From an optimization exercise on the open Yosys and OpenROAD flow, aimed at small area, a short achievable clock period and few clock cycles per item; shortcuts taken in it are not production practice.
Where RTL was checked, it was by simulation tests only, not by an equivalence proof against the original.
No activity file was given, so power comes from the tool's default toggle rates.

## ee457_lab7_P3
module ee457_lab7_P3 (CLK,RSTB,IMEM_ADDR,IMEM_DATA,WB_WRITE,WB_RA,WB_RD);
input CLK,RSTB;
output [5:0] IMEM_ADDR;
input [31:0] IMEM_DATA;
output reg WB_WRITE;
output reg [3:0] WB_RA;
output reg [15:0] WB_RD;
reg [15:0] wb_we;
wire [255:0] regs_flat;
register_file RF (.we(wb_we), .wd(WB_RD), .regs_flat(regs_flat), .clk(CLK));
function [15:0] init_val(input integer k);
  init_val = (k == 15) ? 16'hffff : (k == 14) ? 16'hfff8 : (16'h0001 << k);
endfunction
function [4:0] kval(input [3:0] op);
  kval = op[2] ? 5'b11101 :    
         op[1] ? 5'b00100 :    
         op[0] ? 5'b00001 :    
                 5'b00000;     
endfunction
reg [5:0] pc;
assign IMEM_ADDR = pc;
always @(posedge CLK, negedge RSTB)
  if (!RSTB) pc <= 6'd0;
  else pc <= pc + 6'd1;
reg id_v, ex_v;
reg [3:0] id_rd, ex_rd;
reg [2:0] id_op;       
reg id_hz;             
reg id_wb, id_b;       
reg id_init;           
reg [15:0] id_sel;     
reg [3:0] id_rx;
reg [4:0] id_c;
reg [15:0] written;
wire [15:0] ex_dec = ex_v ? (16'h0001 << ex_rd) : 16'h0000;
always @(posedge CLK, negedge RSTB)
  if (!RSTB) written <= 16'h0000;
  else written <= written | ex_dec;
wire [3:0] if_rx = IMEM_DATA[3:0];
wire [15:0] if_sel = 16'h0001 << if_rx;
wire [15:0] id_dec = id_v ? (16'h0001 << id_rd) : 16'h0000;
wire [15:0] k_rf   = written & ~id_dec & ~ex_dec;          
wire [15:0] k_init = ~written & ~id_dec & ~ex_dec;         
wire [15:0] k_wb   = (id_dec & {16{id_hz}}) | (ex_dec & ~id_dec);   
wire [15:0] k_b    = id_dec & {16{!id_hz}};                
wire if_hz = |(if_sel & id_dec);
wire [4:0] if_c0 = kval(IMEM_DATA[31:28]);
wire [4:0] if_c1 = kval(IMEM_DATA[31:28]) + kval({1'b0, id_op});
wire [4:0] if_c = if_hz ? if_c1 : if_c0;
always @(posedge CLK, negedge RSTB)
  if (!RSTB) id_v <= 1'b0;
  else id_v <= |IMEM_DATA[31:28];
always @(posedge CLK) begin
  id_op   <= IMEM_DATA[30:28];
  id_rd   <= IMEM_DATA[7:4];
  id_rx   <= if_rx;
  id_hz   <= if_hz;
  id_wb   <= |(if_sel & k_wb);
  id_b    <= |(if_sel & k_b);
  id_init <= |(if_sel & k_init);
  id_sel  <= if_sel & k_rf;
  id_c    <= if_c;
end
reg [15:0] rd_val;
integer k;
always @* begin
  rd_val = 16'h0000;
  for (k = 0; k < 16; k = k + 1)
    rd_val = rd_val | ({16{id_sel[k]}} & regs_flat[16*k +: 16]);
end
reg [15:0] ex_b;
reg [4:0] ex_c;
wire [15:0] id_x = ({16{id_wb}} & WB_RD) | ({16{id_b}} & ex_b) | rd_val
  ...
For scale: about 930 cells after synthesis, ~61 I/O pins, ~14000 sq um of cells after synthesis.
clock: 3.0 ns
lec_check: 0
abc_clock_period_in_ps: 1500
cap_margin: 20
core_margin: 2
core_utilization: 40
cts_cluster_diameter: 80
cts_cluster_size: 25
setup_slack_margin: 1.5
slew_margin: 20
run.sh (not shown) runs the stock make flow with config.mk's settings and CLKGATE_MAP_FILE= SYNTH_SCRIPT=/design/flow/synth_recipe.tcl, a recipe that flattens the netlist after the stock synthesis.
Next try:
--- a/flow/config.mk
+++ b/flow/config.mk
@@ -6,5 +6,5 @@
 export NUM_CORES = 4
 export LEC_CHECK = 0
-export ABC_CLOCK_PERIOD_IN_PS = 1500
+export ABC_CLOCK_PERIOD_IN_PS = 1200
 export CAP_MARGIN = 20
 export CORE_MARGIN = 2
@@ -12,4 +12,4 @@
 export CTS_CLUSTER_DIAMETER = 80
 export CTS_CLUSTER_SIZE = 25
-export SETUP_SLACK_MARGIN = 1.5
+export SETUP_SLACK_MARGIN = 1.6
 export SLEW_MARGIN = 20
After rerunning: Worst hold slack hardly moves; count of clock-buffer cells in the layout came out lower by 1; via count came out higher by 3.6%; core utilization came out higher by 1.8 points; critical path depth came out higher by 1; wire length came out higher by 2.4%; final cell count came out higher by 2.8%.
No run of this note included a check of the RTL's function; only the layout flow was run.

* * *

## violet
Another version of the RTL of ee457_lab7_P3 (not shown whole).
Size: roughly 370 flip-flops, about 61 I/O pins, about 13000 um2 of cells after synthesis.
export LEC_CHECK = 0
export ABC_CLOCK_PERIOD_IN_PS = 1500
export CAP_MARGIN = 20
export CORE_MARGIN = 2
export CORE_UTILIZATION = 65
export CTS_CLUSTER_DIAMETER = 80
export CTS_CLUSTER_SIZE = 25
export SETUP_SLACK_MARGIN = 1.3
export SLEW_MARGIN = 20
create_clock -name core_clock -period 3.0 [get_ports {CLK}]
standard.sh (not shown) runs the stock make flow with config.mk's settings and CLKGATE_MAP_FILE= SYNTH_SCRIPT=/design/flow/synth_recipe.tcl, a recipe that flattens the netlist after the stock synthesis.
==> flow/flow/run.sh <==
#!/bin/bash
# Layout flow: the standard ORFS flow (standard.sh) with these changes:
#  - ADDER_MAP_FILE empty: Yosys does not extract half/full adder cells, so
#    ABC maps all the combinational logic (registers are unchanged);
#  - DONT_USE_CELLS: the platform's list plus the slow 3/4-input OR/NOR
#    cells listed in flow/dont_use_extra.txt;
#  - MATCH_CELL_FOOTPRINT=0: timing repair may resize a gate to any cell of
#    the same function, not only one of the same footprint.
# The make output goes to run_make.log in this folder; ORFS's own per-step
# logs are under orfs/logs/.
set -uo pipefail
here=$(cd "$(dirname "$0")" && pwd)
base="$(grep -o 'sky130_fd_sc_hd__[a-z0-9_]*' "$FLOW_HOME/platforms/sky130hd/config.mk" | grep -e probe -e lpflow | tr '\n' ' ')"
extra="$(tr '\n' ' ' < "$here/dont_use_extra.txt")"
bash standard.sh ADDER_MAP_FILE= MATCH_CELL_FOOTPRINT=0 "DONT_USE_CELLS=$base $extra" finish > run_make.log 2>&1
status=$?
tail -n 40 run_make.log
exit $status
==> flow/flow/dont_use_extra.txt <==
sky130_fd_sc_hd__or4_1
sky130_fd_sc_hd__or4_2
sky130_fd_sc_hd__or4_4
sky130_fd_sc_hd__or4b_1
sky130_fd_sc_hd__or4b_2
sky130_fd_sc_hd__or4b_4
sky130_fd_sc_hd__or4bb_1
sky130_fd_sc_hd__or4bb_2
sky130_fd_sc_hd__or4bb_4
sky130_fd_sc_hd__nor4_1
sky130_fd_sc_hd__nor4_2
sky130_fd_sc_hd__nor4_4
sky130_fd_sc_hd__nor4b_1
sky130_fd_sc_hd__nor4b_2
sky130_fd_sc_hd__nor4b_4
sky130_fd_sc_hd__nor4bb_1
sky130_fd_sc_hd__nor4bb_2
sky130_fd_sc_hd__nor4bb_4
sky130_fd_sc_hd__or3_1
sky130_fd_sc_hd__or3_2
sky130_fd_sc_hd__or3_4
sky130_fd_sc_hd__or3b_1
sky130_fd_sc_hd__or3b_2
sky130_fd_sc_hd__or3b_4
Testbench counts of violet, summed over its fixed seeds: cycles 12,384, instrs 11,636.
Modified inputs, fjord compared to violet
# violet
export LEC_CHECK = 0
export ABC_CLOCK_PERIOD_IN_PS = 1500
export CAP_MARGIN = 20
export CORE_MARGIN = 2
export CORE_UTILIZATION = 65
export CTS_CLUSTER_DIAMETER = 80
export CTS_CLUSTER_SIZE = 25
export SETUP_SLACK_MARGIN = 1.3
export SLEW_MARGIN = 20
create_clock -name core_clock -period 3.0 [get_ports {CLK}]
# fjord
export LEC_CHECK = 0
export ABC_CLOCK_PERIOD_IN_PS = 1500
export CAP_MARGIN = 20
export CORE_MARGIN = 2
export CORE_UTILIZATION = 40
export SETUP_SLACK_MARGIN = 1.3
export SLEW_MARGIN = 20
create_clock -name core_clock -period 3.0 [get_ports {CLK}]
==> flow/run.sh (new file) <==
#!/bin/bash
# synth_recipe.tcl (not shown) runs the flow's synth.tcl, then flattens the netlist and writes it again
# the make line also repeats each setting of config.mk as NAME=value (left out here)
make -C /OpenROAD-flow-scripts/flow DESIGN_CONFIG=/design/flow/config.mk WORK_HOME=/design/flow/orfs CLKGATE_MAP_FILE= SYNTH_SCRIPT=/design/flow/synth_recipe.tcl finish
removed: flow/flow/run.sh
removed: flow/flow/dont_use_extra.txt
removed: flow/standard.sh
==> comparison <==
- fjord: PASS, flow complete, no timing, DRC or antenna violations
- In summary, violet completed successfully, with a layout that passed the timing, design-rule and antenna checks.
- Between fjord and violet, it is fjord whose combined buffer and inverter count along the critical path is higher, by 1.
- [compare] base=violet new=fjord: hold slack went down, post-route cell area went up, detailed-placement wirelength estimate went up, share of the final layout cell area in multi-input gates did not really move.
- For internal power consumption, dividing the value from fjord by the value from violet gives 1.16.
- Compared with violet, fjord shows a worst-case reg-to-reg path depth that is 3 higher.
- Routed wire in fjord totals more than in violet.
Modified inputs, sierra compared to fjord
# fjord
export LEC_CHECK = 0
export ABC_CLOCK_PERIOD_IN_PS = 1500
export CAP_MARGIN = 20
export CORE_MARGIN = 2
export CORE_UTILIZATION = 40
export SETUP_SLACK_MARGIN = 1.3
export SLEW_MARGIN = 20
create_clock -name core_clock -period 3.0 [get_ports {CLK}]
# sierra
export LEC_CHECK = 0
export ABC_CLOCK_PERIOD_IN_PS = 1500
export CAP_MARGIN = 20
export CORE_MARGIN = 2
export CORE_UTILIZATION = 65
export SETUP_SLACK_MARGIN = 1.4
export SLEW_MARGIN = 20
create_clock -name core_clock -period 3.0 [get_ports {CLK}]
==> flow/flow/run.sh (new file) <==
#!/bin/bash
# Layout flow: the standard ORFS flow (standard.sh) with these changes:
#  - ADDER_MAP_FILE empty: Yosys does not extract half/full adder cells, so
#    ABC maps all the combinational logic (registers are unchanged);
#  - DONT_USE_CELLS: the platform's list plus the slow 3/4-input OR/NOR
#    cells listed in flow/dont_use_extra.txt;
#  - CTS_ARGS: the clock tree synthesis arguments in flow/cts_args.txt;
#  - MATCH_CELL_FOOTPRINT=0: timing repair may resize a gate to any cell of
#    the same function, not only one of the same footprint.
# The make output goes to run_make.log in this folder; ORFS's own per-step
# logs are under orfs/logs/.
set -uo pipefail
here=$(cd "$(dirname "$0")" && pwd)
base="$(grep -o 'sky130_fd_sc_hd__[a-z0-9_]*' "$FLOW_HOME/platforms/sky130hd/config.mk" | grep -e probe -e lpflow | tr '\n' ' ')"
extra="$(tr '\n' ' ' < "$here/dont_use_extra.txt")"
bash standard.sh ADDER_MAP_FILE= MATCH_CELL_FOOTPRINT=0 "DONT_USE_CELLS=$base $extra" "CTS_ARGS=$(cat "$here/cts_args.txt")" finish > run_make.log 2>&1
status=$?
tail -n 40 run_make.log
exit $status
==> flow/flow/cts_args.txt (new file) <==
-sink_clustering_enable -repair_clock_nets -sink_clustering_size 25 -sink_clustering_max_diameter 80 -distance_between_buffers 500 -branching_point_buffers_distance 500 -dont_use_dummy_load
==> flow/flow/dont_use_extra.txt (new file) <==
sky130_fd_sc_hd__or4_1
sky130_fd_sc_hd__or4_2
sky130_fd_sc_hd__or4_4
sky130_fd_sc_hd__or4b_1
sky130_fd_sc_hd__or4b_2
sky130_fd_sc_hd__or4b_4
sky130_fd_sc_hd__or4bb_1
sky130_fd_sc_hd__or4bb_2
sky130_fd_sc_hd__or4bb_4
sky130_fd_sc_hd__nor4_1
sky130_fd_sc_hd__nor4_2
sky130_fd_sc_hd__nor4_4
sky130_fd_sc_hd__nor4b_1
sky130_fd_sc_hd__nor4b_2
sky130_fd_sc_hd__nor4b_4
sky130_fd_sc_hd__nor4bb_1
sky130_fd_sc_hd__nor4bb_2
sky130_fd_sc_hd__nor4bb_4
sky130_fd_sc_hd__or3_1
sky130_fd_sc_hd__or3_2
sky130_fd_sc_hd__or3_4
sky130_fd_sc_hd__or3b_1
sky130_fd_sc_hd__or3b_2
sky130_fd_sc_hd__or3b_4
==> flow/standard.sh (new file) <==
#!/bin/bash
# synth_recipe.tcl (not shown) runs the flow's synth.tcl, then flattens the netlist and writes it again
# the make line also repeats each setting of config.mk as NAME=value (left out here)
make -C /OpenROAD-flow-scripts/flow DESIGN_CONFIG=/design/flow/config.mk WORK_HOME=/design/flow/orfs CLKGATE_MAP_FILE= SYNTH_SCRIPT=/design/flow/synth_recipe.tcl "${@:-finish}"
removed: flow/run.sh
==> run notes <==
sierra was carried through to the last stage, and its layout satisfied the timing, design-rule and antenna checks.
The register cell area after layout of sierra exceeds that of fjord by 39 um2.
Looking only at number of instances in the synthesized netlist, and setting everything else aside, the lower value of fjord and sierra goes to fjord.
sierra — combined area of the multi-input logic cells about 3% lower, fjord as reference
On area after synthesis, the higher figure sits with fjord, not sierra.
The combinational fraction of design power number comes out lower for fjord vs sierra.
Data arrival at the endpoint of the critical path is higher on fjord
[compare] base=fjord new=sierra: global-route usage has increased; first-pass GRT wire length decreased by 2.4% relative to the old numbers; final area went down 5.3%; final worst setup slack increased by 210 ps relative to the old numbers.
In sierra, endpoint required time on the critical path is lower than in fjord.
## Diff of input files: lagoon against sierra
# sierra
export LEC_CHECK = 0
export ABC_CLOCK_PERIOD_IN_PS = 1500
export CAP_MARGIN = 20
export CORE_MARGIN = 2
export CORE_UTILIZATION = 65
export SETUP_SLACK_MARGIN = 1.4
export SLEW_MARGIN = 20
create_clock -name core_clock -period 3.0 [get_ports {CLK}]
# lagoon
export LEC_CHECK = 0
export ABC_CLOCK_PERIOD_IN_PS = 1500
export CAP_MARGIN = 20
export CORE_MARGIN = 2
export CORE_UTILIZATION = 65
export CTS_CLUSTER_DIAMETER = 80
export CTS_CLUSTER_SIZE = 25
export SETUP_SLACK_MARGIN = 1.4
export SLEW_MARGIN = 20
create_clock -name core_clock -period 3.0 [get_ports {CLK}]
==> flow/run.sh (new file) <==
#!/bin/bash
# synth_recipe.tcl (not shown) runs the flow's synth.tcl, then flattens the netlist and writes it again
# the make line also repeats each setting of config.mk as NAME=value (left out here)
make -C /OpenROAD-flow-scripts/flow DESIGN_CONFIG=/design/flow/config.mk WORK_HOME=/design/flow/orfs CLKGATE_MAP_FILE= SYNTH_SCRIPT=/design/flow/synth_recipe.tcl finish
removed: flow/flow/run.sh
removed: flow/flow/cts_args.txt
removed: flow/flow/dont_use_extra.txt
removed: flow/standard.sh
## What came out
- Between sierra and lagoon, the parity-gate share of the synthesized area counting xor and xnor cells does not differ in any meaningful way.
- From sierra to lagoon the numbers moved as follows: non-clock buffer count moved down, first-pass GRT wire length went down.
- lagoon ends up with lower number of signal-net inverters in the final layout than sierra does.
- Run comparison: sierra classification of the worst setup path register to output port; lagoon classification of the worst setup path register to register
- [compare] base=sierra new=lagoon: critical path depth in cells went up 5, highest attainable clock frequency went down 12%.
- Going from sierra to lagoon, internal portion of total power increased about 3%, minimum clock period increased by 230 ps relative to the old numbers.
- lagoon: core utilization 1.2 points above sierra

-- separate check: timing with driven ports --
The flow's constraints put no driver on any port. The routed layouts listed below were extracted and timed again, unchanged, in two steps.
Step 1 (the two cells are an assumption about what drives the block):
set clk [get_ports {CLK}]
set_driving_cell -lib_cell sky130_fd_sc_hd__clkbuf_16 $clk
set_driving_cell -lib_cell sky130_fd_sc_hd__buf_2 [delete_from_list [all_inputs] $clk]
Step 2 also shifts input and output timing later by t, the mid clock arrival at the registers, as if the neighbouring blocks saw the same clock.
Three values: no drivers, after step 1, after step 2; two values: the first two.
run	t (ns)	setup WS [ns]	worst setup path at the end	clock arrival spread, ns	worst register clock-pin slew, ns
the first run of note 1	0.573	0.950 / 0.950 / 0.438	input to register	0.032 / 0.031	0.10 / 0.10
the second run of note 1	0.573	0.926 / 0.926 / 0.459	input to register	0.021 / 0.020	0.10 / 0.10
violet	0.562	1.283 / 1.252 / 0.856	input to register	0.022 / 0.022	0.10 / 0.10
fjord	0.573	1.125 / 1.125 / 0.878	input to register	0.020 / 0.020	0.06 / 0.06
sierra	0.555	1.332 / 1.287 / 0.948	input to register	0.017 / 0.018	0.10 / 0.10
lagoon	0.552	1.100 / 1.100 / 0.964	input to register	0.024 / 0.025	0.10 / 0.10
After both steps setup and hold are still met in every run listed. The setup slack of the first run of note 1, which loses most, moves by 0.000 ns with the drivers and by -0.512 ns with both steps.
